This is an optimization exercise on Yosys and OpenROAD, whose aim is small area and a short achievable clock period, not a production implementation. At most, simulation tests tie the RTL to the original design; equivalence was not proved. For runs 1, 2 and 7, only the layout was checked, not whether the RTL still works. Power figures rest on the tool's default switching activity, not on a simulated workload.

## flow/run.sh

```bash
#!/bin/bash
# synth_recipe.tcl (not shown) runs the flow's synth.tcl, then flattens the netlist and writes it again
# the make line also repeats each setting of config.mk as NAME=value (left out here)
make -C /OpenROAD-flow-scripts/flow DESIGN_CONFIG=/design/flow/config.mk WORK_HOME=/design/flow/orfs CLKGATE_MAP_FILE= SYNTH_SCRIPT=/design/flow/synth_recipe.tcl finish
```

## flow/config.mk

```make
export PLATFORM = sky130hd
export DESIGN_NAME = UART_TRANSMITTER
export DESIGN_NICKNAME = UART_TRANSMITTER
export VERILOG_FILES = /design/flow/design.v
export SDC_FILE = /design/flow/constraint.sdc
export NUM_CORES = 4
export LEC_CHECK = 0
export CAP_MARGIN = 20
export CORE_MARGIN = 2
export CORE_UTILIZATION = 40
export CTS_CLUSTER_SIZE = 25
export SETUP_SLACK_MARGIN = 2.6
export SLEW_MARGIN = 20
export SYNTH_HIERARCHICAL = 1
export SYNTH_MINIMUM_KEEP_SIZE = 0
```

## flow/design.v

```verilog
module UART_TRANSMITTER (
	input clock_i, reset_n_i, data_write_i,
	input [7:0] data_i,
	input [5:0] data_buffer_full_thres_i,
	input [1:0] baudrate_select_i,
	output data_buffer_full_o,
	output uart_tx_o
);
reg [7:0] num;
reg w;
always @(*)
	case (baudrate_select_i)
		2'd0: w = num[4];
		2'd1: w = num[5];
		2'd2: w = num[6];
		default: w = num[7];
	endcase
always @(posedge clock_i)
	num <= reset_n_i ? (w ? 8'd0 : num + 8'd1) : 8'd0;
wire tick = reset_n_i & w;
reg [3:0] ph;
reg [5:0] cnt;
wire nonempty = cnt != 6'd0;
wire done = tick & (ph == 4'd11);
assign data_buffer_full_o = cnt == data_buffer_full_thres_i;
wire wr = data_write_i & ~data_buffer_full_o;
wire [5:0] cnt_up = done ? cnt : cnt + 6'd1;
wire [5:0] cnt_kp = done ? cnt - 6'd1 : cnt;
always @(posedge clock_i)
	cnt <= reset_n_i ? (wr ? cnt_up : cnt_kp) : 6'd0;
always @(posedge clock_i)
	if (!reset_n_i)
		ph <= 4'd0;
	else if (tick)
		ph <= (ph == 4'd0) ? {3'd0, nonempty} : (ph == 4'd11) ? 4'd0 : ph + 4'd1;
reg [7:0] H;
reg hv, par, txq;
wire shift = tick & (ph >= 4'd1) & (ph <= 4'd8);
always @(posedge clock_i)
	if (!reset_n_i)
		txq <= 1'b1;
	else if (tick)
		txq <= (ph == 4'd0) ? ~nonempty :
		       (ph <= 4'd8) ? H[0] :
		       (ph == 4'd9) ? par : 1'b1;
always @(posedge clock_i)
	if (shift)
		par <= (ph == 4'd1 ? 1'b0 : par) ^ H[0];
assign uart_tx_o = txq;
reg [255:0] R;             
reg [4:0] sw, sr;          
reg cm;                    
reg [7:0] D1;              
reg v1;                    
wire rempty = sw == sr;
wire [4:0] sw1 = sw + 5'd1;
wire [3:0] E = sw1[4:1];   
wire blk = v1 & (E == 4'd0);
wire ld = ~hv & ~rempty & (sr == 5'd0) & ~blk;
wire direct = wr & ~hv & rempty;
wire rw = wr & ~direct;
wire ins = ((rw & ~sw[0]) | v1) & reset_n_i;
wire [7:0] idata = v1 ? D1 : data_i;
wire [7:0] nidata = ~idata;
wire clr = ~reset_n_i | ld | (cm & (sr != 5'd0));
wire [7:0] tapv = ~R[255:248];
always @(posedge clock_i) begin
	D1 <= data_i;
	v1 <= rw & sw[0] & reset_n_i;
end
always @(posedge clock_i)
	if (!reset_n_i) begin
		sw <= 5'd1;
		sr <= 5'd1;
		cm <= 1'b1;
	end else begin
		sw <= rw ? sw : sw1;
		sr <= ld ? sr : sr + 5'd1;
		cm <= cm & (sr != 5'd0);
	end
always @(posedge clock_i) begin
	if (ld)
		H <= tapv;
	else if (direct)
		H <= data_i;
	else if (shift)
		H <= {1'b0, H[7:1]};
end
always @(posedge clock_i)
	if (!reset_n_i)
		hv <= 1'b0;
	else if (ld | direct)
		hv <= 1'b1;
	else if (shift & (ph == 4'd8))
		hv <= 1'b0;
genvar m;
generate
	for (m = 0; m < 16; m = m + 1) begin : stage
		wire sel = ins & (E == m);
		if (m == 0) begin : tap
			always @(posedge clock_i)
				R[7:0] <= (tapv & {8{~clr}}) | ({8{sel}} & idata);
		end else if (m % 2 == 1) begin : inv
			wire [7:0] d;
			RING_AOI g (.a(R[16*m-8 +: 8]), .d(idata), .s(sel), .y(d));
			always @(posedge clock_i)
				R[16*m +: 8] <= d;
		end else begin : noninv
			wire [7:0] d;
			RING_OAI g (.a(R[16*m-8 +: 8]), .nd(nidata), .ns(~sel), .y(d));
			always @(posedge clock_i)
				R[16*m +: 8] <= d;
		end
		always @(posedge clock_i)
			R[16*m+8 +: 8] <= R[16*m +: 8];
	end
endgenerate
endmodule
module RING_AOI (
	input [7:0] a, d,
	input s,
	output [7:0] y
);
assign y = ~(a | ({8{s}} & d));
endmodule
module RING_OAI (
	input [7:0] a, nd,
	input ns,
	output [7:0] y
);
assign y = ~(a & ({8{ns}} | nd));
endmodule
```

## flow/constraint.sdc

```tcl
create_clock -name core_clock -period 6.0 [get_ports {clock_i}]
set_input_delay 1.2000 -clock core_clock [delete_from_list [all_inputs] [get_ports {clock_i}]]
set_output_delay 1.2000 -clock core_clock [all_outputs]
set_load 0.01 [all_outputs]
```

==> run notes, run 1 <==
outcome=no timing/DRC/antenna violations; die outline width=between 150 and 200 um; minimum period implied by the final worst setup slack=roughly 3400 ps; Net Count, Synth=approximately 750; final sum of negative setup slack=0 ps; static leakage power=just over 4 nW; antenna viol nets, final=0; detailed-route wire length on metal 1=approximately 8700 um; routed vias/inst=5.00; share of the synthesized area in the top cell type=66.6%; Initial Util=between 40% and 50%; final-stage net count=roughly 790; number of global-route vias before repair=5,330; die height=approximately 150 um; total grt overflow=0; final slew viol count=0; worst vdd ir=roughly 0.30 mV; cts bufs inserted=29; MaxCap Viol Count=0; Fin. Hold Viols=0; synth-to-layout area growth=16.4%; upper clock frequency limit=between 0.2 and 0.3 GHz; TritonCTS clock tree=done; antenna cells=0; critical path launch point type=input port; synth unique cells=63; mean instance size in the synthesized netlist=approximately 12 um2; top layer in use=met4; routed length on met2=approximately 8500 um; warnings from Yosys=7; Power Density=~550 nW/um2; part of the Yosys area used for sequential elements=between 60% and 70%; clock root buffer=sky130_fd_sc_hd__clkbuf_16; number of endpoints failing setup at the final stage=0; clock-pin slew on the worst setup and hold paths=~60 ps; actual slew at the worst max-slew pin=a little over 900 ps; data required time at the worst endpoint=roughly 6400 ps; setup repair after global routing missed its margin=true; most used flip-flop cell after synthesis=sky130_fd_sc_hd__dfxtp_1; GR Util All Layers=15.6%; arrival time of the worst setup path=3780 ps; smallest hold slack=about 320 ps; initial antenna violation count=0; Reg2Reg Launch Point=sw[4]; Detail Placement HPWL=between 10,000 and 15,000 um; critical path start-end classification=in -> reg; maximum fanout count along the critical path=30; Hold Path Class=reg -> reg; Total Power Consumption=5.72 mW; RePlAce Congestion=0.791; post-route fraction of the period consumed by the critical path=approximately 56%; worst-case headroom to the max-slew limit=between 30 and 40%; worst setup path endpoint=R[67]; Clk Latency, worst-skew pair=550 ps; overall routed net length=between 15,000 and 20,000 um; fraction of final layout cells with drive strength greater than 1=11.8%; first-pass GRT wire length=between 20,000 and 30,000 um; count of flip-flops with a built-in enable after synthesis=9; Cell Area, Synth=between 8000 and 9000 um2; cell type with the largest total area after synthesis=sky130_fd_sc_hd__dfxtp_1; total of flip-flops plus latches after synthesis=305; gate count after technology mapping=roughly 720; endpoint of the worst register-to-register path=R[67]; number of violations reported at the end of detailed-routing iteration 0=about 430; launching element of the worst setup path=reset_n_i; area of the core=21,800 um2; met3 WL post-DR=between 700 and 800 um; average wire length per cell after detail routing=17.5 um; floorplan row count=54; number of vias in the routed layout=between 5,000 and 6,000; nature of the critical path endpoint=flop; number of top-level pins=21; die footprint=23,400 um2; # H-tree levels=1; port bufs=20; drc violations=0; pin count of the biggest net entering global routing=31; first-pass iteration count of the detailed router=5; Synth async-reset ratio=0%; worst-case reg-to-reg path depth=6; hold-fix buffer count after cts=0; deepest clock path buffer count=3; Setup Skew=8.36 ps; setup slack, reg-to-reg=between 2000 and 3000 ps; total number of clock tree sinks=about 300; top post-synthesis cells by area=sky130_fd_sc_hd__dfxtp_1, sky130_fd_sc_hd__o21ai_0, sky130_fd_sc_hd__a21oi_1
## what timing repair did
| action | CTS | global route |
|---|---|---|
| endpoints found under the setup margin | 5 | 46 |
| gates resized for setup | 4 | 11 |
| setup buffers | 1 | 1 |
| pin swaps | 1 | 6 |
## per-stage QoR
step / util [%] / cells / instance area [um2] / worst slack, ps
4_1_cts: 47.3 / 1056 / 10300 / 2510
3_3_place_gp: 42.8 / 1002 / 9350 / 1910
5_1_grt: 47.4 / 1057 / 10400 / 2490
6_report: 47.4 / 1057 / 10400 / 2620
3_5_place_dp: 42.9 / 1002 / 9360 / 1920
2_1_floorplan: - / 716 / 8900 / 2850
## layout by cell type, fill, tap and decap left out, types with 4 or more instances in the layout
cell type / netlist / final
sky130_fd_sc_hd__buf_4: 0 / 9
sky130_fd_sc_hd__clkbuf_8: 0 / 9
sky130_fd_sc_hd__nand3_1: 16 / 14
sky130_fd_sc_hd__a21oi_2: 8 / 8
sky130_fd_sc_hd__xor2_1: 11 / 11
sky130_fd_sc_hd__clkbuf_1: 9 / 5
sky130_fd_sc_hd__nor2_1: 28 / 27
sky130_fd_sc_hd__xnor2_1: 10 / 9
sky130_fd_sc_hd__a21oi_1: 66 / 66
sky130_fd_sc_hd__dfxtp_1: 296 / 296
sky130_fd_sc_hd__inv_1: 18 / 18
sky130_fd_sc_hd__nor3_1: 8 / 6
sky130_fd_sc_hd__dlymetal6s2s_1: 0 / 4
sky130_fd_sc_hd__clkbuf_16: 0 / 29
sky130_fd_sc_hd__and3_1: 6 / 6
sky130_fd_sc_hd__a21o_1: 6 / 6
sky130_fd_sc_hd__clkinv_2: 0 / 7
sky130_fd_sc_hd__nand3_2: 2 / 4
sky130_fd_sc_hd__o32ai_1: 8 / 8
sky130_fd_sc_hd__nand2_1: 26 / 26
sky130_fd_sc_hd__o21ai_0: 70 / 70
sky130_fd_sc_hd__edfxtp_1: 9 / 9
sky130_fd_sc_hd__ha_1: 11 / 11
sky130_fd_sc_hd__clkdlybuf4s50_1: 0 / 15
sky130_fd_sc_hd__mux2i_1: 33 / 33
sky130_fd_sc_hd__nand2b_1: 9 / 9
## power breakdown
group	switching, mW	internal [mW]
clock network	0.756	1.01
registers	0.266	2.82
logic	0.539	0.330
total	1.56	4.16
## worst max-delay path, cell delays in order
cell and delay (ps):
sky130_fd_sc_hd__clkdlybuf4s50_1 400, sky130_fd_sc_hd__buf_4 230, sky130_fd_sc_hd__inv_1 310, sky130_fd_sc_hd__nor2_1 130
sky130_fd_sc_hd__a32oi_2 790, sky130_fd_sc_hd__or3_1 510, sky130_fd_sc_hd__o21ai_0 190
## modules after synthesis, one instance, submodules excluded
module / flops+latches / times used / cells inside / cell area, um2
RING_AOI: 0 / 8 / 9 / 55.1
RING_OAI: 0 / 7 / 8 / 40.0
UART_TRANSMITTER: 305 / 1 / 588 / 8180
## cells by family after synthesis
family | share of synthesized area [%]
muxes | 4.22
AOI/OAI and AO/OA | 12.5
adders and majority gates | 1.77
DFF | 69.6
buffers and inverters | 2.55
xor gates and xnor gates | 2.43
and+or+nand+nor | 6.85
## layer usage
metal,vias up,track usage [%]
li1,2570,-
met4,0,5.25
met1,2598,21.9
met2,83,24.7
met5,-,0
met3,36,2.44
## synthesized netlist by cell type, types with 3 or more instances
| library cell | number |
|---|---|
| sky130_fd_sc_hd__dfxtp_1 | 296 |
| sky130_fd_sc_hd__o21ai_0 | 70 |
| sky130_fd_sc_hd__a21oi_1 | 66 |
| sky130_fd_sc_hd__mux2i_1 | 33 |
| sky130_fd_sc_hd__nor2_1 | 28 |
| sky130_fd_sc_hd__nand2_1 | 26 |
| sky130_fd_sc_hd__inv_1 | 18 |
| sky130_fd_sc_hd__nand3_1 | 16 |
| sky130_fd_sc_hd__ha_1 | 11 |
| sky130_fd_sc_hd__xor2_1 | 11 |
| sky130_fd_sc_hd__buf_6 | 10 |
| sky130_fd_sc_hd__xnor2_1 | 10 |
| sky130_fd_sc_hd__clkbuf_1 | 9 |
| sky130_fd_sc_hd__edfxtp_1 | 9 |
| sky130_fd_sc_hd__nand2b_1 | 9 |
| sky130_fd_sc_hd__a21oi_2 | 8 |
| sky130_fd_sc_hd__nor3_1 | 8 |
| sky130_fd_sc_hd__o32ai_1 | 8 |
| sky130_fd_sc_hd__a21o_1 | 6 |
| sky130_fd_sc_hd__and3_1 | 6 |
| sky130_fd_sc_hd__nor2b_1 | 3 |
| sky130_fd_sc_hd__or3_1 | 3 |
## area by class of cell
| cell class | count | area [um2] |
|---|---|---|
| fillers | 1934 | 11500 |
| multi-input cells | 371 | 2510 |
| clock inverters | 10 | 76.3 |
| flip-flops and latches | 305 | 6200 |
| clock buffers | 43 | 868 |
| well taps | 280 | 350 |
| repair buffers | 29 | 273 |
| inverters | 19 | 72.6 |
## state kept, by name, summed over array words and instances, names as in the netlist, 4 cells and up
| signal | cells |
|---|---|
| sr | 5 |
| ph | 4 |
| H | 8 |
| cnt | 6 |
| D1 | 8 |
| num | 8 |
| R | 256 |
| sw | 5 |
## worst min-delay path by stage
stage,start,end,slack (ps),depth (start not counted)
after floorplan,R[96],R[104],310,0
after global placement,R[64],R[72],310,0
after detailed placement,R[96],R[104],310,0
after CTS,R[6],R[14],320,0
after global routing,R[19],R[27],330,0
final,R[6],R[14],320,0
==> run 2, diff against run 1 <==
==> flow/flow/run.sh (new file) <==
#!/bin/bash
# The standard layout, with the ports buffered by plain buffers instead of
# ORFS's default choice (a delay cell that repair cannot resize out of its
# footprint). Everything else is the standard.sh unchanged.
set -euo pipefail
export BUFFER_PORTS_ARGS="-buffer_cell sky130_fd_sc_hd__buf_2"
bash standard.sh > standard.log 2>&1
==> flow/standard.sh (new file) <==
#!/bin/bash
# synth_recipe.tcl (not shown) runs the flow's synth.tcl, then flattens the netlist and writes it again
# the make line also repeats each setting of config.mk as NAME=value (left out here)
make -C /OpenROAD-flow-scripts/flow DESIGN_CONFIG=/design/flow/config.mk WORK_HOME=/design/flow/orfs CLKGATE_MAP_FILE= SYNTH_SCRIPT=/design/flow/synth_recipe.tcl "${@:-finish}"
removed: flow/run.sh
==> run notes, run 2 <==
outcome=no timing/DRC/antenna violations; first-pass GRT wire length=28,700 um (-1.1%); actual slew at the worst max-slew pin=948 ps (+13.5 ps); number of global-route vias before repair=5,284 (-0.86%); maximum fanout count along the critical path=3 (-90%); arrival time of the worst setup path=1930 ps (-1850 ps); share of the core filled with cells in the final layout=46.7% (-0.71 points); nature of the critical path endpoint=output pin; setup repair after global routing missed its margin=false; critical path start-end classification=in -> out; worst-case headroom to the max-slew limit=35.0% (-0.93 points); GR Util All Layers=15.4% (-0.17 points); multiplexer area fraction after synthesis=4.22% (unchanged); critical path launch point type=input port; TritonCTS clock tree=done; Detail Placement HPWL=11,700 um (+1.3%); buffering stage count on the worst path with inverters included=2 (-1); final slew viol count=0 (unchanged); dpl cell area=9260 um2 (-1.1%); slowest CP cell=sky130_fd_sc_hd__nand4_1; worst-path cell chain=buf_2 -> xnor2_1 -> nand4_1 -> nor2_1 -> buf_2; total of flip-flops plus latches after synthesis=305 (unchanged); pin count of the biggest net entering global routing=31 (unchanged); antenna cells=0 (unchanged); gate count after technology mapping=716 (unchanged); Worst Setup Slack post-DPL=2030 ps (+116 ps); part of the Yosys area used for sequential elements=69.6% (unchanged); overall routed net length=18,100 um (-2.0%); total number of clock tree sinks=305 (unchanged); average wire length per cell after detail routing=17.2 um (-1.5%); Fin. Hold Viols=0 (unchanged); warnings from Yosys=7 (unchanged); share of the synthesized area in the top cell type=66.6% (unchanged); most used flip-flop cell after synthesis=sky130_fd_sc_hd__dfxtp_1; cell type group with the largest total delay on the critical path=simple AND/OR/NAND/NOR gates; fillcell total=1,959 (+1.3%); most used cell, CP=sky130_fd_sc_hd__buf_2; deepest clock path buffer count=3 (unchanged); MaxCap Viol Count=0 (unchanged); hold-fix buffer count after cts=0 (unchanged); combinational family with the most area after synthesis=compound AO/OA/AOI/OAI gates; synth unique cells=63 (unchanged); number of top-level pins=21 (unchanged); # H-tree levels=1 (unchanged); PnR worst setup slack=2870 ps (+257 ps); area of the core=21,800 um2 (unchanged); cts bufs inserted=29 (unchanged); floorplan row count=54 (unchanged); number of vias in the routed layout=5,218 (-1.3%); first-pass iteration count of the detailed router=4 (-1); clock root buffer=sky130_fd_sc_hd__clkbuf_16; most used standard cell by instance count after synthesis=sky130_fd_sc_hd__dfxtp_1; final design area excluding fillers=10,200 um2 (-1.5%); final-stage net count=784 (-0.25%); Hold Path Class=reg -> reg; routed vias/inst=4.96 (-0.74%); RePlAce Congestion=0.813 (+2.8%); upper clock frequency limit=0.320 GHz (+8.2%); Net Count, Synth=747 (unchanged); fraction of final layout cells with drive strength greater than 1=13.4% (+1.5 points); Synth async-reset ratio=0% (unchanged); die outline width=153 um (unchanged); number of endpoints failing setup at the final stage=0 (unchanged); postcts setup bufs=0 (-1); drc violations=0 (unchanged); clock-pin slew on the worst setup and hold paths=60 ps (about the same); Setup Skew=8.23 ps (-0.133 ps); biggest cell delay along the critical path=200 ps (-590 ps); synth-to-layout area growth=14.6%; total grt overflow=0 (unchanged); data required time at the worst endpoint=4800 ps (-1600 ps); Power Density=556 nW/um2 (+0.60%); port bufs=20 (unchanged); register bank with the most flops=R; compound-cell area share of the yosys netlist=12.5% (unchanged); minimum period implied by the final worst setup slack=3130 ps (-257 ps); count of flip-flops with a built-in enable after synthesis=9 (unchanged); top post-synthesis cells by area=sky130_fd_sc_hd__dfxtp_1, sky130_fd_sc_hd__o21ai_0, sky130_fd_sc_hd__a21oi_1; Initial Util=40.8% (unchanged); number of violations reported at the end of detailed-routing iteration 0=216 (-50%); Clk Latency, worst-skew pair=550 ps (about the same); die footprint=23,400 um2 (unchanged); most frequent cells in the layout=sky130_fd_sc_hd__dfxtp_1, sky130_fd_sc_hd__o21ai_0, sky130_fd_sc_hd__a21oi_1, sky130_fd_sc_hd__mux2i_1, sky130_fd_sc_hd__clkbuf_16; most frequent cells after synthesis=sky130_fd_sc_hd__dfxtp_1, sky130_fd_sc_hd__o21ai_0, sky130_fd_sc_hd__a21oi_1, sky130_fd_sc_hd__mux2i_1, sky130_fd_sc_hd__nor2_1; Cell Area, Synth=8900 um2 (unchanged); flip-flop count of the largest register, all copies and words added=256 (unchanged); mean instance size in the synthesized netlist=12.4 um2 (unchanged); adder-cell area share of the yosys netlist=1.77% (unchanged); static leakage power=4.07 nW (-1.6%); worst vdd ir=0.282 mV (-6.3%); area fraction in and, or, nand and nor cells after synthesis=6.85% (unchanged); final sum of negative setup slack=0 ps (unchanged); antenna viol nets, final=0 (unchanged); cell type with the largest total area after synthesis=sky130_fd_sc_hd__dfxtp_1; initial antenna violation count=1 (+1); die height=153 um (unchanged); xor/xnor share of the synthesized area=2.43% (unchanged); post-route fraction of the period consumed by the critical path=52.1% (-4.3 points); most common cell after layout, fill and taps aside=sky130_fd_sc_hd__dfxtp_1
-- run 2: cell counts after synthesis --
Identical to the previous run, type by type.
-- run 2: area by class of cell --
type	count	area [um2]	area share, %
inverters	19	71.3	0.699
flip-flops and latches	305	6200	60.8
well taps	280	350	3.44
multi-input cells	371	2500	24.5
clock buffers	38	830	8.14
clock inverters	11	96.3	0.945
repair buffers	27	153	1.50
-- run 2: through the flow --
step                      cells  hold WS (ps)  power [mW]
after detailed placement   1002           312        3.97
after CTS                  1051           324        5.72
after floorplan             716           310        3.66
after global placement     1002           310        3.93
final                      1051           319        5.67
after global routing       1051           330        5.97
-- run 2: cell families (layout without fill, tap and decap cells) --
kind of cell | count (synthesis) | after routing
AOI/OAI and AO/OA | 185 | 185
xor gates and xnor gates | 23 | 23
adders and majority gates | 12 | 12
buffers and inverters | 40 | 95
DFF | 305 | 305
muxes | 35 | 35
and+or+nand+nor | 116 | 116
-- run 2: routing by layer --
metal  wire, um  global-route usage (%)  vias up
met3        896                    2.55       34
met2       8210                    24.7       81
li1           -                       -     2557
met4        484                    5.51        0
met1       8500                    21.2     2546
met5          0                       0        -
-- run 2: Yosys stat by module, one instance, submodules excluded --
module / copies in the design / cells / flip-flops and latches
RING_OAI: 7 / 8 / 0
RING_AOI: 8 / 9 / 0
UART_TRANSMITTER: 1 / 588 / 305
-- run 2: worst paths after layout --
check                              startpoint                 end  slack, ps  cells past startpoint
setup reg to reg                        sw[4]              R[192]       3040                      6
hold / removal                         R[193]              R[201]        320                      0
setup / recovery  data_buffer_full_thres_i[0]  data_buffer_full_o       2870                      5
hold reg to reg                        R[193]              R[201]        320                      0
-- run 2: timing repair --
item	4_1_cts	5_1_grt
endpoints found under the setup margin	0	1
resized for setup	0	1
endpoints found under the hold margin	0	0
-- run 2: power breakdown --
group | switching, mW | internal, mW | total, mW
Clock | 0.755 | 0.981 | 1.74
Sequential | 0.260 | 2.82 | 3.09
Combinational | 0.528 | 0.322 | 0.850
==> run 3, diff against run 2 <==
--- a/flow/design.v
+++ b/flow/design.v
@@ -61,3 +61,3 @@
 wire rw = wr & ~direct;
-wire ins = ((rw & ~sw[0]) | v1) & reset_n_i;
+wire ins = (rw & ~sw[0]) | v1;
 wire [7:0] idata = v1 ? D1 : data_i;
@@ -68,3 +68,3 @@
 	D1 <= data_i;
-	v1 <= rw & sw[0] & reset_n_i;
+	v1 <= rw & sw[0];
 end
@@ -101,3 +101,3 @@
 			always @(posedge clock_i)
-				R[7:0] <= (tapv & {8{~clr}}) | ({8{sel}} & idata);
+				R[7:0] <= (tapv & {8{~clr}}) | ({8{sel & reset_n_i}} & idata);
 		end else if (m % 2 == 1) begin : inv
--- a/flow/config.mk
+++ b/flow/config.mk
@@ -9,5 +9,6 @@
 export CORE_MARGIN = 2
-export CORE_UTILIZATION = 40
-export CTS_CLUSTER_SIZE = 25
-export SETUP_SLACK_MARGIN = 2.6
+export CORE_UTILIZATION = 60
+export CTS_CLUSTER_DIAMETER = 40
+export CTS_CLUSTER_SIZE = 50
+export SETUP_SLACK_MARGIN = 2.9
 export SLEW_MARGIN = 20
==> run notes, run 3 <==
setup slack, reg-to-reg=3220 ps (+180 ps); initial antenna violation count=0 (-1); post-route fraction of the period consumed by the critical path=50.2% (-1.9 points); most common cell after layout, fill and taps aside=sky130_fd_sc_hd__dfxtp_1; total grt overflow=0 (unchanged); most frequent cells in the layout=sky130_fd_sc_hd__dfxtp_1, sky130_fd_sc_hd__a21oi_1, sky130_fd_sc_hd__o21ai_0, sky130_fd_sc_hd__clkbuf_16, sky130_fd_sc_hd__nand2_1; gate count after technology mapping=732 (+2.2%); antenna cells=0 (unchanged); PnR worst setup slack=2990 ps (+116 ps); Detail Placement HPWL=10,900 um (-6.6%); setup repair after global routing missed its margin=false; maximum fanout count along the critical path=2 (-1); die outline width=126 um (-17%); share of the core filled with cells in the final layout=69.6% (+23 points); routed length on met2=7360 um (-10%); register bank with the most flops=R; die footprint=16,000 um2 (-32%); worst vdd ir=0.386 mV (+37%); Net Count, Synth=763 (+2.1%); top post-synthesis cells by area=sky130_fd_sc_hd__dfxtp_1, sky130_fd_sc_hd__a21oi_1, sky130_fd_sc_hd__o21ai_0; flip-flop count of the largest register, all copies and words added=256 (unchanged); static leakage power=4.11 nW (+1.1%); worst setup path endpoint=data_buffer_full_o; fraction of final layout cells with drive strength greater than 1=14.1% (+0.71 points); part of the total power dissipated in combinational logic=15.8% (+0.8 points); arrival time of the worst setup path=1810 ps (-120 ps); data required time at the worst endpoint=4800 ps (about the same); most used flip-flop cell after synthesis=sky130_fd_sc_hd__dfxtp_1; clock network fraction of design power=30.6% (about the same); detailed-route wire length on metal 1=8450 um (-0.48%); clock-pin slew on the worst setup and hold paths=70 ps (about the same); Initial Util=61.6% (+21 points); total of flip-flops plus latches after synthesis=305 (unchanged); number of global-route vias before repair=5,287 (+0.057%); number of violations reported at the end of detailed-routing iteration 0=299 (+38%); upper clock frequency limit=0.332 GHz (+3.9%); warnings from Yosys=7 (unchanged); area of the core=14,600 um2 (-33%); number of endpoints failing setup at the final stage=0 (unchanged); antenna viol nets, final=0 (unchanged); minimum period implied by the final worst setup slack=3010 ps (-116 ps); met3 WL post-DR=546 um (-39%); switching fraction of total power=28.6% (+1.4 points); outcome=no timing/DRC/antenna violations; critical path launch point type=input port; top layer in use=met4; first-pass iteration count of the detailed router=4 (unchanged); cts bufs inserted=29 (unchanged); port bufs=20 (unchanged); deepest clock path buffer count=3 (unchanged); Reg2Reg Launch Point=sw[0]; average wire length per cell after detail routing=17.3 um (+0.74%); final slew viol count=0 (unchanged); die height=126 um (-17%); pin count of the biggest net entering global routing=38 (+23%); Total Power Consumption=5.94 mW (+4.7%); Setup Skew=14.7 ps (+6.42 ps); routed vias/inst=5.48 (+10%); # H-tree levels=1 (unchanged); endpoint of the worst register-to-register path=H[7]; cell type with the largest total area after synthesis=sky130_fd_sc_hd__dfxtp_1; Hold Path Class=reg -> reg; fillcell total=1,054 (-46%); Worst Setup Slack post-DPL=2510 ps (+479 ps); worst-case headroom to the max-slew limit=53.6% (+19 points); MaxCap Viol Count=0 (unchanged); Sequential cell area=6200 um2 (unchanged); most frequent cells after synthesis=sky130_fd_sc_hd__dfxtp_1, sky130_fd_sc_hd__a21oi_1, sky130_fd_sc_hd__o21ai_0, sky130_fd_sc_hd__nand2_1, sky130_fd_sc_hd__mux2i_1; Cell Area, Synth=8990 um2 (+1.0%); area of the multi-input gates=2550 um2 (+2.0%); Fin. Hold Viols=0 (unchanged); Cell Int Power=4.24 mW (+2.7%); nature of the critical path endpoint=output pin; Synth async-reset ratio=0% (unchanged); TritonCTS clock tree=done; clock root buffer=sky130_fd_sc_hd__clkbuf_16; total number of clock tree sinks=305 (unchanged); number of top-level pins=21 (unchanged); critical path start-end classification=in -> out; GR Util All Layers=21.6% (+6.2 points); number of vias in the routed layout=5,291 (+1.4%); mean instance size in the synthesized netlist=12.3 um2 (-1.2%); count of flip-flops with a built-in enable after synthesis=9 (unchanged); actual slew at the worst max-slew pin=693 ps (-254 ps); floorplan row count=44 (-19%); launching element of the worst setup path=data_buffer_full_thres_i[1]; worst-case reg-to-reg path depth=6 (unchanged); first-pass GRT wire length=27,700 um (-3.4%); most used standard cell by instance count after synthesis=sky130_fd_sc_hd__dfxtp_1; final-stage net count=790 (+0.77%); drc violations=0 (unchanged); final sum of negative setup slack=0 ps (unchanged); share of the synthesized area in the top cell type=65.9% (-0.67 points); Clk Latency, worst-skew pair=540 ps (about the same); overall routed net length=16,700 um (-7.4%); sequential cell fraction of total power=53.6% (-0.8 points); switching power of the nets=1.70 mW (+10%); synth unique cells=64 (+1.6%); part of the Yosys area used for sequential elements=69.0% (-0.70 points); Power Density=585 nW/um2 (+5.1%); RePlAce Congestion=0.790 (-2.8%); synth-to-layout area growth=13.0%
[run 3: cell types whose count changed after synthesis, moves of 3 or more]
cell / previous run / this run
sky130_fd_sc_hd__nand3_1: 16 / 20
sky130_fd_sc_hd__mux2i_1: 33 / 26
sky130_fd_sc_hd__and3_1: 6 / 3
sky130_fd_sc_hd__o32ai_1: 8 / 0
sky130_fd_sc_hd__and4_1: 0 / 4
sky130_fd_sc_hd__o22ai_1: 0 / 10
sky130_fd_sc_hd__buf_2: 1 / 7
sky130_fd_sc_hd__mux2_2: 0 / 9
sky130_fd_sc_hd__a21oi_1: 66 / 73
sky130_fd_sc_hd__nor2_1: 28 / 24
sky130_fd_sc_hd__nor3_1: 8 / 11
[run 3: power by group through the flow]
stage          sequential [mW]  combinational, mW  clock [mW]
2_1_floorplan             3.09              0.756           0
5_1_grt                   3.27               1.04        1.93
3_5_place_dp              3.22              0.921           0
6_report                  3.18              0.937        1.82
4_1_cts                   3.19              0.933        1.85
3_3_place_gp              3.21              0.896           0
[run 3: cells by family (layout without fill, tap and decap cells)]
logic type	Yosys count	after routing	share of synthesized area [%]
adder cells (fa/ha/maj)	12	12	1.75
multiplexers	36	36	4.27
buffers and inverters	46	96	2.85
AO/OA/AOI/OAI	185	185	11.9
AND/OR/NAND/NOR	124	124	7.67
XOR/XNOR	24	24	2.55
flip-flops	305	305	69.0
[run 3: cell type report]
| type | instances | share of cell area (%) |
|---|---|---|
| clock buffers | 31 | 7.22 |
| clock inverters | 23 | 2.56 |
| inverters | 21 | 0.801 |
| multi-input cells | 381 | 25.1 |
| flip-flops and latches | 305 | 61.0 |
| well taps | 184 | 2.27 |
| repair buffers | 21 | 1.06 |
[run 3: metrics by stage]
stage          hold WS, ps  instances  instance area (um2)
4_1_cts                320        965                10100
3_5_place_dp           312        911                 9150
3_3_place_gp           310        911                 9140
2_1_floorplan          310        732                 8990
5_1_grt                330        966                10200
6_report               321        966                10200
[run 3: per-layer routing]
metal | GRT usage (%) | vias up
met5 | 0 | -
met1 | 32.2 | 2572
met2 | 33.3 | 84
met4 | 5.49 | 0
li1 | - | 2600
met3 | 3.21 | 35
[run 3: Yosys stat by module, one instance, submodules excluded]
module,times used,cells
RING_AOI,8,9
UART_TRANSMITTER,1,604
RING_OAI,7,8
[run 3: worst max-delay path, cell delays in order]
cell and delay [ps]:
sky130_fd_sc_hd__buf_2 100, sky130_fd_sc_hd__xnor2_1 140, sky130_fd_sc_hd__nand4_1 130, sky130_fd_sc_hd__nor2_1 110, sky130_fd_sc_hd__buf_2 130
[run 3: how the worst min path moves through the flow]
stage          slack (ps)  cells after the start  endpoint  startpoint
2_1_floorplan         310                      0    R[104]       R[96]
3_3_place_gp          310                      0     R[90]       R[82]
3_5_place_dp          310                      0    R[104]       R[96]
4_1_cts               320                      0     R[41]       R[33]
5_1_grt               330                      0    R[237]      R[229]
6_report              320                      0     R[41]       R[33]
[run 3: what timing repair did]
action	in CTS	in global routing
resized for setup	0	1
endpoints found under the hold margin	0	0
endpoints found under the setup margin	0	17
hold buffers	0	0
setup buffers	0	1
==> run 4, diff against run 3 <==
--- a/flow/config.mk
+++ b/flow/config.mk
@@ -10,4 +10,4 @@
 export CORE_UTILIZATION = 60
-export CTS_CLUSTER_DIAMETER = 40
-export CTS_CLUSTER_SIZE = 50
+export CTS_CLUSTER_DIAMETER = 100
+export CTS_CLUSTER_SIZE = 36
 export SETUP_SLACK_MARGIN = 2.9
==> run notes, run 4 <==
cell type with the largest total area after synthesis=sky130_fd_sc_hd__dfxtp_1; final slew viol count=0 (unchanged); Initial Util=61.6% (unchanged); area of the multi-input gates=2550 um2 (unchanged); floorplan row count=44 (unchanged); register bank with the most flops=R; hold-fix buffer count after cts=0 (unchanged); biggest cell delay along the critical path=140 ps (about the same); total number of clock tree sinks=305 (unchanged); arrival time of the worst setup path=1810 ps (about the same); routed vias/inst=5.52 (+0.82%); Setup Skew=21.9 ps (+7.21 ps); Detail Placement HPWL=10,900 um (unchanged); pin count of the biggest net entering global routing=38 (unchanged); MaxCap Viol Count=0 (unchanged); TritonCTS clock tree=done; nature of the critical path endpoint=output pin; worst-case headroom to the max-slew limit=54.4% (+0.87 points); part of the Yosys area used for sequential elements=69.0% (unchanged); deepest clock path buffer count=3 (unchanged); Fin. Hold Viols=0 (unchanged); flip-flop count of the largest register, all copies and words added=256 (unchanged); initial antenna violation count=0 (unchanged); number of endpoints failing setup at the final stage=0 (unchanged); critical path launch point type=input port; fraction of final layout cells with drive strength greater than 1=9.80% (-4.3 points); endpoint of the worst register-to-register path=H[5]; synth-to-layout area growth=5.97%; die height=126 um (unchanged); number of vias in the routed layout=5,130 (-3.0%); share of the synthesized area in the top cell type=65.9% (unchanged); Cell Area, Synth=8990 um2 (unchanged); final-stage net count=773 (-2.2%); outcome=no timing/DRC/antenna violations; # H-tree levels=1 (unchanged); most used cell, CP=sky130_fd_sc_hd__buf_2; antenna viol nets, final=0 (unchanged); cts bufs inserted=12 (-59%); most used standard cell by instance count after synthesis=sky130_fd_sc_hd__dfxtp_1; worst-path cell chain=buf_2 -> xnor2_1 -> nand4_1 -> nor2_1 -> buf_2; minimum period implied by the final worst setup slack=3010 ps (-0.560 ps); critical path start-end classification=in -> out; global-route met3 utilization=2.28% (-0.93 points); total of flip-flops plus latches after synthesis=305 (unchanged); met2 GRT Util=32.0% (-1.4 points); first-pass iteration count of the detailed router=5 (+1); GR Util All Layers=20.6% (-0.94 points); Reg2Reg Launch Point=sw[0]; setup slack, reg-to-reg=3220 ps (about the same); die outline width=126 um (unchanged); data required time at the worst endpoint=4800 ps (about the same); Min-Delay Endpoint=R[216]; Power Density=533 nW/um2 (-8.8%); average wire length per cell after detail routing=17.3 um (-0.30%); Sequential cell area=6200 um2 (unchanged); fillcell total=1,113 (+5.6%); most frequent cells in the layout=sky130_fd_sc_hd__dfxtp_1, sky130_fd_sc_hd__a21oi_1, sky130_fd_sc_hd__o21ai_0, sky130_fd_sc_hd__nand2_1, sky130_fd_sc_hd__mux2i_1; overall routed net length=16,100 um (-4.1%); smallest hold slack=326 ps (+4.76 ps); most used flip-flop cell after synthesis=sky130_fd_sc_hd__dfxtp_1; maximum fanout count along the critical path=2 (unchanged); RePlAce Congestion=0.790 (unchanged); clock root buffer=sky130_fd_sc_hd__clkbuf_16; worst vdd ir=0.334 mV (-13%); Most Used Layer, Global Route=met1; most common cell after layout, fill and taps aside=sky130_fd_sc_hd__dfxtp_1; clock-pin slew on the worst setup and hold paths=120 ps (+50 ps); most frequent cells after synthesis=sky130_fd_sc_hd__dfxtp_1, sky130_fd_sc_hd__a21oi_1, sky130_fd_sc_hd__o21ai_0, sky130_fd_sc_hd__nand2_1, sky130_fd_sc_hd__mux2i_1; share of the core filled with cells in the final layout=65.3% (-4.4 points); number of violations reported at the end of detailed-routing iteration 0=323 (+8.0%); Synth async-reset ratio=0% (unchanged); Net Count, Synth=763 (unchanged); total grt overflow=0 (unchanged); number of global-route vias before repair=4,989 (-5.6%); first-pass GRT wire length=26,700 um (-3.9%); top post-synthesis cells by area=sky130_fd_sc_hd__dfxtp_1, sky130_fd_sc_hd__a21oi_1, sky130_fd_sc_hd__o21ai_0; mean instance size in the synthesized netlist=12.3 um2 (unchanged); synth unique cells=64 (unchanged); gate count after technology mapping=732 (unchanged); static leakage power=3.80 nW (-7.5%); antenna cells=0 (unchanged); warnings from Yosys=7 (unchanged); die footprint=16,000 um2 (unchanged); post-route fraction of the period consumed by the critical path=50.2% (about the same); Clk Latency, worst-skew pair=480 ps (-60 ps); area of the core=14,600 um2 (unchanged); Hold Path Class=reg -> reg; setup repair after global routing missed its margin=true; actual slew at the worst max-slew pin=683 ps (-10.1 ps); number of cells traversed by the worst hold path=0 (unchanged); port bufs=20 (unchanged); drc violations=0 (unchanged); worst-case reg-to-reg path depth=6 (unchanged); slowest CP cell=sky130_fd_sc_hd__xnor2_1; number of top-level pins=21 (unchanged); count of flip-flops with a built-in enable after synthesis=9 (unchanged); upper clock frequency limit=0.332 GHz (about the same); global routing met1 resource utilization=32.1% (-0.10 points); final sum of negative setup slack=0 ps (unchanged); Worst Min Path Start=R[208]
## run 4: cells by family (layout without fill, tap and decap cells)
family	Yosys count	after routing	synth area share, %
flops	305	305	69.0
mux	36	36	4.27
fa+ha+maj	12	12	1.75
compound gates	185	185	11.9
simple gates	124	124	7.67
buf+inv	46	59	2.85
xor+xnor	24	24	2.55
## run 4: power by group
part | switching (mW) | internal [mW] | total (mW)
sequential | 0.283 | 2.89 | 3.17
clock | 0.568 | 0.407 | 0.975
combinational | 0.572 | 0.358 | 0.930
## run 4: worst max path at each step
stage,from,endpoint,slack (ps)
3_5_place_dp,data_buffer_full_thres_i[5],R[183],2510
3_3_place_gp,data_buffer_full_thres_i[5],R[117],2540
6_report,data_buffer_full_thres_i[1],data_buffer_full_o,2990
2_1_floorplan,data_buffer_full_thres_i[0],cnt[5],2970
5_1_grt,data_buffer_full_thres_i[5],cnt[5],2890
4_1_cts,data_buffer_full_thres_i[5],data_buffer_full_o,2920
## run 4: modules after synthesis (local to each module, per instance)
module            cells  flops+latches  times used
RING_AOI              9              0           8
RING_OAI              8              0           7
UART_TRANSMITTER    604            305           1
## run 4: metrics by stage
| stage | setup WS (ps) | total power [mW] | std cells | area, um2 |
|---|---|---|---|---|
| final | 2990 | 5.08 | 929 | 9520 |
| after global routing | 2890 | 5.36 | 929 | 9520 |
| after detailed placement | 2510 | 4.14 | 911 | 9150 |
| after CTS | 2920 | 5.11 | 928 | 9500 |
| after floorplan | 2970 | 3.84 | 732 | 8990 |
| after global placement | 2540 | 4.11 | 911 | 9140 |
## run 4: what timing repair did
item                                    4_1_cts  5_1_grt
endpoints found under the hold margin         0        0
resized for setup                             0        1
setup buffers                                 0        1
endpoints found under the setup margin        0       20
## run 4: worst max-delay path, delay by kind of cell
kind | cells | cell delay, ps
xor+xnor | 1 | 140
buf+inv | 2 | 230
simple gates | 2 | 240
## run 4: layout make-up
type,count,share of cell area (%)
Multi-Input combinational cell,381,26.8
Timing Repair Buffer,21,1.13
Inverter,21,0.854
Sequential cell,305,65.1
Clock inverter,2,0.263
Clock buffer,15,3.49
Tap cell,184,2.42
## run 4: per-layer routing
| metal | up-vias | routed length [um] |
|---|---|---|
| met5 | - | 0 |
| met4 | 0 | 186 |
| met2 | 69 | 7020 |
| met3 | 16 | 438 |
| li1 | 2536 | - |
| met1 | 2509 | 8410 |
==> run 5, diff against run 4 <==
--- a/flow/config.mk
+++ b/flow/config.mk
@@ -11,3 +11,3 @@
 export CTS_CLUSTER_DIAMETER = 100
-export CTS_CLUSTER_SIZE = 36
+export CTS_CLUSTER_SIZE = 30
 export SETUP_SLACK_MARGIN = 2.9
==> run notes, run 5 <==
RePlAce Congestion=0.790 (unchanged); # H-tree levels=1 (unchanged); PnR worst setup slack=2990 ps (-1.42 ps); top post-synthesis cells by area=sky130_fd_sc_hd__dfxtp_1, sky130_fd_sc_hd__a21oi_1, sky130_fd_sc_hd__o21ai_0; total number of clock tree sinks=305 (unchanged); final sum of negative setup slack=0 ps (unchanged); part of the Yosys area used for sequential elements=69.0% (unchanged); final-stage net count=775 (+0.26%); die height=126 um (unchanged); clock-pin slew on the worst setup and hold paths=100 ps (-20 ps); worst vdd ir=0.446 mV (+33%); register bank with the most flops=R; die outline width=126 um (unchanged); post-route fraction of the period consumed by the critical path=50.2% (about the same); routed vias/inst=5.47 (-0.86%); Hold Path Class=reg -> reg; first-pass iteration count of the detailed router=6 (+1); most used flip-flop cell after synthesis=sky130_fd_sc_hd__dfxtp_1; initial antenna violation count=0 (unchanged); most used standard cell by instance count after synthesis=sky130_fd_sc_hd__dfxtp_1; slowest CP cell=sky130_fd_sc_hd__xnor2_1; most frequent cells in the layout=sky130_fd_sc_hd__dfxtp_1, sky130_fd_sc_hd__a21oi_1, sky130_fd_sc_hd__o21ai_0, sky130_fd_sc_hd__nand2_1, sky130_fd_sc_hd__mux2i_1; Clk Latency, worst-skew pair=500 ps (+20 ps); final design area excluding fillers=9600 um2 (+0.84%); setup repair after global routing missed its margin=false; number of vias in the routed layout=5,097 (-0.64%); count of flip-flops with a built-in enable after synthesis=9 (unchanged); final slew viol count=0 (unchanged); Fin. Hold Viols=0 (unchanged); Power Density=541 nW/um2 (+1.5%); Sequential cell area=6200 um2 (unchanged); Initial Util=61.6% (unchanged); GR Util All Layers=20.7% (+0.10 points); number of endpoints failing setup at the final stage=0 (unchanged); maximum fanout count along the critical path=2 (unchanged); Worst Setup Slack post-DPL=2510 ps (unchanged); warnings from Yosys=7 (unchanged); fraction of final layout cells with drive strength greater than 1=10.0% (+0.24 points); biggest cell delay along the critical path=140 ps (about the same); worst-case headroom to the max-slew limit=53.7% (-0.70 points); Cell Area, Synth=8990 um2 (unchanged); average wire length per cell after detail routing=17.4 um (+0.69%); Synth async-reset ratio=0% (unchanged); dpl cell area=9150 um2 (unchanged); first-pass GRT wire length=26,600 um (about the same); gate count after technology mapping=732 (unchanged); antenna viol nets, final=0 (unchanged); Detail Placement HPWL=10,900 um (unchanged); flip-flop count of the largest register, all copies and words added=256 (unchanged); total of flip-flops plus latches after synthesis=305 (unchanged); most common cell after layout, fill and taps aside=sky130_fd_sc_hd__dfxtp_1; Net Count, Synth=763 (unchanged); deepest clock path buffer count=3 (unchanged); data required time at the worst endpoint=4800 ps (about the same); critical path start-end classification=in -> out; Setup Skew=21.9 ps (+0.0295 ps); pin count of the biggest net entering global routing=38 (unchanged); overall routed net length=16,200 um (+0.91%); synth-to-layout area growth=6.86%; minimum period implied by the final worst setup slack=3010 ps (+1.42 ps); clock root buffer=sky130_fd_sc_hd__clkbuf_16; worst-path cell chain=buf_2 -> xnor2_1 -> nand4_1 -> nor2_1 -> buf_2; cell type with the largest total area after synthesis=sky130_fd_sc_hd__dfxtp_1; critical path launch point type=input port; outcome=no timing/DRC/antenna violations; TritonCTS clock tree=done; total grt overflow=0 (unchanged); static leakage power=3.84 nW (+0.98%); actual slew at the worst max-slew pin=691 ps (+7.45 ps); floorplan row count=44 (unchanged); share of the synthesized area in the top cell type=65.9% (unchanged); cts bufs inserted=14 (+2); number of global-route vias before repair=4,999 (+0.20%); die footprint=16,000 um2 (unchanged); arrival time of the worst setup path=1810 ps (about the same); port bufs=20 (unchanged); most frequent cells after synthesis=sky130_fd_sc_hd__dfxtp_1, sky130_fd_sc_hd__a21oi_1, sky130_fd_sc_hd__o21ai_0, sky130_fd_sc_hd__nand2_1, sky130_fd_sc_hd__mux2i_1; number of violations reported at the end of detailed-routing iteration 0=312 (-3.4%); hold-fix buffer count after cts=0 (unchanged); antenna cells=0 (unchanged); MaxCap Viol Count=0 (unchanged); synth unique cells=64 (unchanged); number of top-level pins=21 (unchanged); drc violations=0 (unchanged); most used cell, CP=sky130_fd_sc_hd__buf_2; fillcell total=1,111 (-0.18%); nature of the critical path endpoint=output pin; area of the multi-input gates=2550 um2 (unchanged); area of the core=14,600 um2 (unchanged); mean instance size in the synthesized netlist=12.3 um2 (unchanged); upper clock frequency limit=0.332 GHz (about the same)
-- run 5: cell counts after synthesis --
Identical to the previous run, type by type.
-- run 5: worst max-delay path, delay by kind of cell --
kind          cells  cell delay (ps)
xor+xnor          1              140
buf+inv           2              230
simple gates      2              240
-- run 5: cells by family (layout without fill, tap and decap cells) --
logic type / count (synthesis) / in the layout / synth area share, %
AO/OA/AOI/OAI: 185 / 185 / 11.9
XOR/XNOR: 24 / 24 / 2.55
adder cells (fa/ha/maj): 12 / 12 / 1.75
buffers and inverters: 46 / 61 / 2.85
flip-flops: 305 / 305 / 69.0
multiplexers: 36 / 36 / 4.27
AND/OR/NAND/NOR: 124 / 124 / 7.67
-- run 5: final cells by class --
cell class / count / share of cell area (%)
Sequential cell: 305 / 64.5
Multi-Input combinational cell: 381 / 26.6
Clock buffer: 18 / 4.25
Tap cell: 184 / 2.40
Timing Repair Buffer: 21 / 1.12
Inverter: 21 / 0.847
Clock inverter: 1 / 0.313
-- run 5: metal layers --
layer	routed length, um	vias up	global-route usage (%)	share of wire (%)
li1	-	2537	-	-
met1	8290	2462	31.9	51
met2	7010	75	31.7	43
met3	627	23	2.87	3.9
met4	277	0	4.27	1.7
met5	0	-	0	0
-- run 5: repair_timing --
action | CTS | global route
buffers inserted | 0 | 1
resized for setup | 0 | 1
endpoints found under the setup margin | 0 | 22
-- run 5: path summary, 6_finish.rpt --
check / to / slack [ps] / from / cells after the start
worst min register to register: R[120] / 330 / R[112] / 0
worst max register to register: H[4] / 3170 / sw[0] / 6
worst max-delay path: data_buffer_full_o / 2990 / data_buffer_full_thres_i[1] / 5
worst min-delay path: R[120] / 330 / R[112] / 0
-- run 5: modules after synthesis, one instance, submodules excluded --
module,times used,cell area (um2),cells
UART_TRANSMITTER,1,8270,604
RING_OAI,7,40.0,8
RING_AOI,8,55.1,9
-- run 5: stage by stage --
step,instances,util (%),power (mW),hold slack [ps]
after floorplan,732,-,3.84,310
after global placement,911,62.7,4.11,310
after detailed placement,911,62.7,4.14,312
after CTS,930,65.7,5.23,335
after global routing,931,65.8,5.48,341
final,931,65.8,5.20,332
-- run 5: power by group --
group / switching (mW) / internal, mW
registers: 0.284 / 2.89
logic: 0.574 / 0.358
clock network: 0.595 / 0.493
==> run 6, diff against run 5 <==
--- a/flow/config.mk
+++ b/flow/config.mk
@@ -9,5 +9,5 @@
 export CORE_MARGIN = 2
-export CORE_UTILIZATION = 60
-export CTS_CLUSTER_DIAMETER = 100
-export CTS_CLUSTER_SIZE = 30
+export CORE_UTILIZATION = 40
+export CTS_CLUSTER_DIAMETER = 50
+export CTS_CLUSTER_SIZE = 32
 export SETUP_SLACK_MARGIN = 2.9
==> run notes, run 6 <==
most frequent cells after synthesis=sky130_fd_sc_hd__dfxtp_1, sky130_fd_sc_hd__a21oi_1, sky130_fd_sc_hd__o21ai_0, sky130_fd_sc_hd__nand2_1, sky130_fd_sc_hd__mux2i_1; Hold Path Class=reg -> reg; upper clock frequency limit=0.328 GHz (-1.3%); total instance count after detailed placement=1,007 (+11%); Net Count, Synth=763 (unchanged); routed vias/inst=4.82 (-12%); register bank with the most flops=R; clock root buffer=sky130_fd_sc_hd__clkbuf_16; share of the core filled with cells in the final layout=45.8% (-20 points); number of top-level pins=21 (unchanged); pin count of the biggest net entering global routing=38 (unchanged); cts bufs inserted=22 (+8); final slew viol count=0 (unchanged); number of global-route vias before repair=4,961 (-0.76%); dpl cell area=9270 um2 (+1.3%); Fin. Hold Viols=0 (unchanged); clock-pin slew on the worst setup and hold paths=100 ps (about the same); actual slew at the worst max-slew pin=1010 ps (+317 ps); GR Util All Layers=14.4% (-6.3 points); RePlAce Congestion=0.806 (+2.0%); number of cells in the finished layout apart from fillers=1,048 (+13%); part of the Yosys area used for sequential elements=69.0% (unchanged); port bufs=20 (unchanged); # H-tree levels=1 (unchanged); Initial Util=40.9% (-21 points); worst vdd ir=0.280 mV (-37%); overall routed net length=16,800 um (+3.9%); Cell Area, Synth=8990 um2 (unchanged); Setup Skew=37.2 ps (+15.3 ps); MaxCap Viol Count=0 (unchanged); antenna viol nets, final=0 (unchanged); hold-fix buffer count after cts=0 (unchanged); top post-synthesis cells by area=sky130_fd_sc_hd__dfxtp_1, sky130_fd_sc_hd__a21oi_1, sky130_fd_sc_hd__o21ai_0; drc violations=0 (unchanged); launching element of the worst setup path=data_buffer_full_thres_i[2]; share of the synthesized area in the top cell type=65.9% (unchanged); worst-case headroom to the max-slew limit=32.7% (-21 points); most frequent cells in the layout=sky130_fd_sc_hd__dfxtp_1, sky130_fd_sc_hd__a21oi_1, sky130_fd_sc_hd__o21ai_0, sky130_fd_sc_hd__nand2_1, sky130_fd_sc_hd__mux2i_1; most used standard cell by instance count after synthesis=sky130_fd_sc_hd__dfxtp_1; total number of clock tree sinks=305 (unchanged); area of the core=22,000 um2 (+51%); deepest clock path buffer count=3 (unchanged); Reg2Reg Launch Point=sw[0]; flip-flop count of the largest register, all copies and words added=256 (unchanged); maximum fanout count along the critical path=3 (+1); fraction of final layout cells with drive strength greater than 1=12.4% (+2.3 points); initial antenna violation count=0 (unchanged); most used flip-flop cell after synthesis=sky130_fd_sc_hd__dfxtp_1; mean instance size in the synthesized netlist=12.3 um2 (unchanged); final sum of negative setup slack=0 ps (unchanged); gate count after technology mapping=732 (unchanged); Worst Min Path Start=R[35]; die outline width=154 um (+22%); floorplan row count=54 (+23%); data required time at the worst endpoint=4800 ps (about the same); final-stage net count=783 (+1.0%); total grt overflow=0 (unchanged); final design area excluding fillers=10,100 um2 (+4.8%); post-route fraction of the period consumed by the critical path=50.9% (+0.65 points); arrival time of the worst setup path=1850 ps (+40 ps); cell type with the largest total area after synthesis=sky130_fd_sc_hd__dfxtp_1; number of violations reported at the end of detailed-routing iteration 0=250 (-20%); total of flip-flops plus latches after synthesis=305 (unchanged); first-pass GRT wire length=27,300 um (+2.4%); static leakage power=4.01 nW (+4.4%); average wire length per cell after detail routing=16.1 um (-7.7%); Synth async-reset ratio=0% (unchanged); critical path launch point type=input port; most common cell after layout, fill and taps aside=sky130_fd_sc_hd__dfxtp_1; critical path start-end classification=in -> out; warnings from Yosys=7 (unchanged); die height=154 um (+22%); minimum period implied by the final worst setup slack=3050 ps (+39.1 ps); Power Density=563 nW/um2 (+4.0%); first-pass iteration count of the detailed router=4 (-2); outcome=no timing/DRC/antenna violations; number of vias in the routed layout=5,051 (-0.90%); antenna cells=0 (unchanged); setup repair after global routing missed its margin=false; nature of the critical path endpoint=output pin; count of flip-flops with a built-in enable after synthesis=9 (unchanged); synth unique cells=64 (unchanged); number of endpoints failing setup at the final stage=0 (unchanged); Detail Placement HPWL=10,700 um (-2.0%); die footprint=23,700 um2 (+48%); synth-to-layout area growth=12.0%; TritonCTS clock tree=done; Clk Latency, worst-skew pair=530 ps (+30 ps)
==> run 6: cell types whose count changed in the layout (fill, tap and decap cells not counted), sizes merged <==
| cell | change |
|---|---|
| clkinv | +4 |
| clkinvlp | +1 |
| bufinv | +1 |
| clkbuf | +6 |
| inv | +9 |
==> run 6: timing repair <==
item	4_1_cts	5_1_grt
setup endpoints to repair	0	26
hold endpoints to repair	0	0
buffers inserted	0	1
gates resized for setup	0	1
==> run 6: through the flow <==
stage	total power, mW	worst slack [ps]	hold slack (ps)
finish	5.67	2950	309
global route	5.99	2910	311
floorplan	3.84	2970	310
detailed placement	4.13	2520	312
global placement	4.11	2490	310
CTS	5.72	2910	309
==> run 6: modules after synthesis, one instance, submodules excluded <==
module | flops+latches | times used | cells inside | area, um2
UART_TRANSMITTER | 305 | 1 | 604 | 8270
RING_OAI | 0 | 7 | 8 | 40.0
RING_AOI | 0 | 8 | 9 | 55.1
==> run 6: path summary, 6_finish.rpt <==
kind / end / slack [ps] / depth (start not counted)
setup / recovery: data_buffer_full_o / 2950 / 5
hold reg to reg: R[43] / 310 / 0
setup reg to reg: H[2] / 3240 / 6
hold / removal: R[43] / 310 / 0
==> run 6: area by class of cell <==
type,count,area [um2]
inverters,21,81.3
fillers,1986,11900
repair buffers,21,108
multi-input cells,381,2540
clock inverters,16,204
clock buffers,24,579
well taps,280,350
flip-flops and latches,305,6200
==> run 6: kinds of logic (layout without fill, tap and decap cells) <==
logic type / Yosys count / after routing / synth area share (%)
AOI/OAI and AO/OA: 185 / 185 / 11.9
adders and majority gates: 12 / 12 / 1.75
DFF: 305 / 305 / 69.0
buffers and inverters: 46 / 82 / 2.85
xor gates and xnor gates: 24 / 24 / 2.55
and+or+nand+nor: 124 / 124 / 7.67
muxes: 36 / 36 / 4.27
==> run 6: critical path, stage by stage <==
cell                      delay, ps
sky130_fd_sc_hd__buf_2          100
sky130_fd_sc_hd__xnor2_1        130
sky130_fd_sc_hd__nand4_1        170
sky130_fd_sc_hd__nor2_1         120
sky130_fd_sc_hd__buf_2          130
==> run 6: power breakdown <==
part / switching (mW) / leakage, nW / total, mW / internal, mW
clock: 0.778 / 0.379 / 1.58 / 0.797
combinational: 0.570 / 1.10 / 0.927 / 0.357
sequential: 0.272 / 2.53 / 3.16 / 2.89
total: 1.62 / 4.01 / 5.67 / 4.05
==> run 6: per-layer routing <==
metal  part of all wire [%]  wire length (um)  vias to the layer above  global-route usage, %
met1                     52              8690                     2402                   20.9
met2                     44              7360                       61                   22.8
met4                    1.7               282                        0                   3.38
met5                      0                 0                        -                      0
met3                    3.0               501                       22                   2.31
li1                       -                 -                     2566                      -
==> run 7, diff against run 6 <==
--- a/flow/design.v
+++ b/flow/design.v
@@ -24,4 +24,5 @@
 wire done = tick & (ph == 4'd11);
-assign data_buffer_full_o = cnt == data_buffer_full_thres_i;
-wire wr = data_write_i & ~data_buffer_full_o;
+EQ6 full_out (.a(cnt), .b(data_buffer_full_thres_i), .eq(data_buffer_full_o));
+wire full = cnt == data_buffer_full_thres_i;
+wire wr = data_write_i & ~full;
 wire [5:0] cnt_up = done ? cnt : cnt + 6'd1;
@@ -132 +133,7 @@
 endmodule
+module EQ6 (
+	input [5:0] a, b,
+	output eq
+);
+assign eq = a == b;
+endmodule
==> run notes, run 7 <==
die footprint=23,700 um2 (about the same); static leakage power=4.02 nW (+0.32%); maximum fanout count along the critical path=2 (-1); area of the core=22,000 um2 (unchanged); warnings from Yosys=7 (unchanged); share of the core filled with cells in the final layout=46.1% (+0.30 points); detailed-route wire length on metal 1=8550 um (-1.6%); Worst Min Path Start=R[167]; port bufs=20 (unchanged); gate count after technology mapping=731 (-0.14%); smallest hold slack=302 ps (-6.85 ps); actual slew at the worst max-slew pin=685 ps (-323 ps); number of top-level pins=21 (unchanged); mean instance size in the synthesized netlist=12.3 um2 (+0.23%); final slew viol count=0 (unchanged); arrival time of the worst setup path=1870 ps (+20 ps); post-route fraction of the period consumed by the critical path=51.1% (+0.23 points); fillcell total=1,999 (+0.65%); MaxCap Viol Count=0 (unchanged); met3 WL post-DR=539 um (+7.6%); upper clock frequency limit=0.326 GHz (-0.45%); antenna viol nets, final=0 (unchanged); floorplan row count=54 (unchanged); critical path launch point type=input port; antenna cells=0 (unchanged); worst-case headroom to the max-slew limit=54.4% (+22 points); first-pass iteration count of the detailed router=4 (unchanged); # H-tree levels=1 (unchanged); outcome=no timing/DRC/antenna violations; cell type with the largest total area after synthesis=sky130_fd_sc_hd__dfxtp_1; synth-to-layout area growth=12.6%; TritonCTS clock tree=done; most frequent cells after synthesis=sky130_fd_sc_hd__dfxtp_1, sky130_fd_sc_hd__a21oi_1, sky130_fd_sc_hd__o21ai_0, sky130_fd_sc_hd__nand2_1, sky130_fd_sc_hd__mux2i_1; postcts setup bufs=0 (unchanged); Initial Util=41.0% (about the same); first-pass GRT wire length=26,500 um (-3.0%); final-stage net count=785 (+0.26%); area of the multi-input gates=2560 um2 (+0.54%); pin count of the biggest net entering global routing=38 (unchanged); worst-path cell chain=buf_2 -> xnor2_1 -> nand4_1 -> nor3_2 -> buf_2; routed length on met2=6740 um (-8.4%); die outline width=154 um (about the same); Synth async-reset ratio=0% (unchanged); number of violations reported at the end of detailed-routing iteration 0=326 (+30%); cts bufs inserted=24 (+9.1%); Clk Latency, worst-skew pair=530 ps (about the same); share of the synthesized area in the top cell type=65.9% (about the same); final design area excluding fillers=10,100 um2 (+0.65%); slowest CP cell=sky130_fd_sc_hd__xnor2_1; average wire length per cell after detail routing=15.4 um (-4.0%); register bank with the most flops=R; die height=154 um (about the same); Reg2Reg Launch Point=sw[0]; Detail Placement HPWL=10,800 um (+1.4%); Hold Path Class=reg -> reg; number of endpoints failing setup at the final stage=0 (unchanged); GR Util All Layers=14.0% (-0.48 points); most used standard cell by instance count after synthesis=sky130_fd_sc_hd__dfxtp_1; RePlAce Congestion=0.762 (-5.5%); biggest cell delay along the critical path=160 ps (about the same); Power Density=567 nW/um2 (+0.67%); number of global-route vias before repair=4,855 (-2.1%); minimum period implied by the final worst setup slack=3070 ps (+13.9 ps); fraction of final layout cells with drive strength greater than 1=12.5% (+0.082 points); Net Count, Synth=762 (-0.13%); synth unique cells=62 (-3.1%); nature of the critical path endpoint=output pin; initial antenna violation count=0 (unchanged); most used cell, CP=sky130_fd_sc_hd__buf_2; buffering stage count on the worst path with inverters included=2 (unchanged); number of vias in the routed layout=5,064 (+0.26%); dpl cell area=9280 um2 (+0.19%); worst vdd ir=0.231 mV (-17%); total number of clock tree sinks=305 (unchanged); total of flip-flops plus latches after synthesis=305 (unchanged); top layer in use=met4; part of the Yosys area used for sequential elements=68.9% (about the same); flip-flop count of the largest register, all copies and words added=256 (unchanged); data required time at the worst endpoint=4800 ps (about the same); clock-pin slew on the worst setup and hold paths=100 ps (about the same); setup repair after global routing missed its margin=true; total grt overflow=0 (unchanged); launching element of the worst setup path=data_buffer_full_thres_i[0]; cell type group with the largest total delay on the critical path=buffers and inverters; routed vias/inst=4.82 (about the same); overall routed net length=16,200 um (-3.7%); Sequential cell area=6200 um2 (unchanged); most used flip-flop cell after synthesis=sky130_fd_sc_hd__dfxtp_1; deepest clock path buffer count=3 (unchanged); drc violations=0 (unchanged); critical path start-end classification=in -> out; top post-synthesis cells by area=sky130_fd_sc_hd__dfxtp_1, sky130_fd_sc_hd__a21oi_1, sky130_fd_sc_hd__o21ai_0; clock root buffer=sky130_fd_sc_hd__clkbuf_16; most frequent cells in the layout=sky130_fd_sc_hd__dfxtp_1, sky130_fd_sc_hd__a21oi_1, sky130_fd_sc_hd__o21ai_0, sky130_fd_sc_hd__nand2_1; count of flip-flops with a built-in enable after synthesis=9 (unchanged); Cell Area, Synth=8990 um2 (about the same); Total Power Consumption=5.74 mW (+1.3%); final sum of negative setup slack=0 ps (unchanged); Setup Skew=32.0 ps (-5.18 ps); most common cell after layout, fill and taps aside=sky130_fd_sc_hd__dfxtp_1; Fin. Hold Viols=0 (unchanged)
## run 7: cell types whose count changed after synthesis, moves of 3 or more
cell                      change
sky130_fd_sc_hd__buf_2        -4
sky130_fd_sc_hd__nor3b_1      -3
sky130_fd_sc_hd__o21ai_0      -6
sky130_fd_sc_hd__nor3_1       -4
sky130_fd_sc_hd__xnor2_1      +6
sky130_fd_sc_hd__nand4_1      +9
sky130_fd_sc_hd__o21ai_1      +7
## run 7: final cells by class
class                   count  share of cell area (%)
flip-flops and latches    305                    61.2
multi-input cells         382                    25.3
clock buffers              25                    6.18
well taps                 280                    3.46
clock inverters            18                    2.16
repair buffers             20                   0.988
inverters                  21                   0.778
## run 7: Yosys stat by module, one instance, submodules excluded
module            cells inside  copies in the design  flip-flops and latches  area, um2
UART_TRANSMITTER           595                     1                     305       8210
EQ6                          8                     1                       0       68.8
RING_AOI                     9                     8                       0       55.1
RING_OAI                     8                     7                       0       40.0
## run 7: metal layers
metal	GRT usage, %	up-vias
met2	20.8	71
li1	-	2601
met4	4.23	0
met5	0	-
met1	20.8	2365
met3	2.23	27
## run 7: cells by family after synthesis
family / synth area share [%]
and+or+nand+nor: 7.16
muxes: 4.19
AOI/OAI and AO/OA: 12.4
buffers and inverters: 2.67
xor gates and xnor gates: 2.99
DFF: 68.9
adders and majority gates: 1.75
## run 7: final timing paths
kind | end | slack [ps] | depth (start not counted)
max reg2reg | H[0] | 3210 | 6
min | R[175] | 300 | 0
max | data_buffer_full_o | 2930 | 5
min reg2reg | R[175] | 300 | 0
## run 7: power by group
group	switching, mW	total, mW	internal [mW]
clock	0.784	1.64	0.851
combinational	0.586	0.950	0.364
sequential	0.272	3.15	2.88
## run 7: timing repair
| action | in CTS | in global routing |
|---|---|---|
| endpoints found under the setup margin | 0 | 2 |
| hold buffers | 0 | 0 |
| gates resized for setup | 0 | 0 |
## run 7: through the flow
step	setup slack, ps	instances
detailed placement	2580	1008
global placement	2620	1008
floorplan	2940	731
finish	2930	1051
CTS	2920	1051
global route	2870	1051

-- static timing again, ports no longer ideal --
No port has a modelled driver above. Below, the same layouts with a new extraction and two added sets of constraints.
Step 1: set_driving_cell puts a clkbuf_16 on clock_i and a buf_2 on each other input, an assumption about the parent block.
Step 2 adds t to the input delays and takes it off the output delays; t is the mean of the earliest and latest rising clock arrival at the registers after step 1. Input paths then give back, and output paths get back, about the clock's delay inside the block.
a / b / c = no drivers / after step 1 / after step 2; a / b = the first two.
run | shift t [ns] | setup WS [ns] | worst setup path at the end | worst slew at a driven data input, ns
run 1 | 0.595 | 2.615 / 2.637 / 2.042 | input to register | 0.04
run 2 | 0.588 | 2.872 / 2.852 / 2.354 | input to register | 0.04
run 3 | 0.571 | 2.988 / 2.969 / 2.522 | input to register | 0.04
run 4 | 0.514 | 2.989 / 2.969 / 2.549 | input to register | 0.03
run 5 | 0.525 | 2.987 / 2.968 / 2.542 | input to register | 0.04
run 6 | 0.561 | 2.948 / 2.927 / 2.603 | input to register | 0.05
run 7 | 0.559 | 2.935 / 2.911 / 2.574 | input to register | 0.04
After both steps setup and hold are still met in every run listed. The setup slack of run 1, which loses most, moves by +0.022 ns with the drivers and by -0.573 ns with both steps.
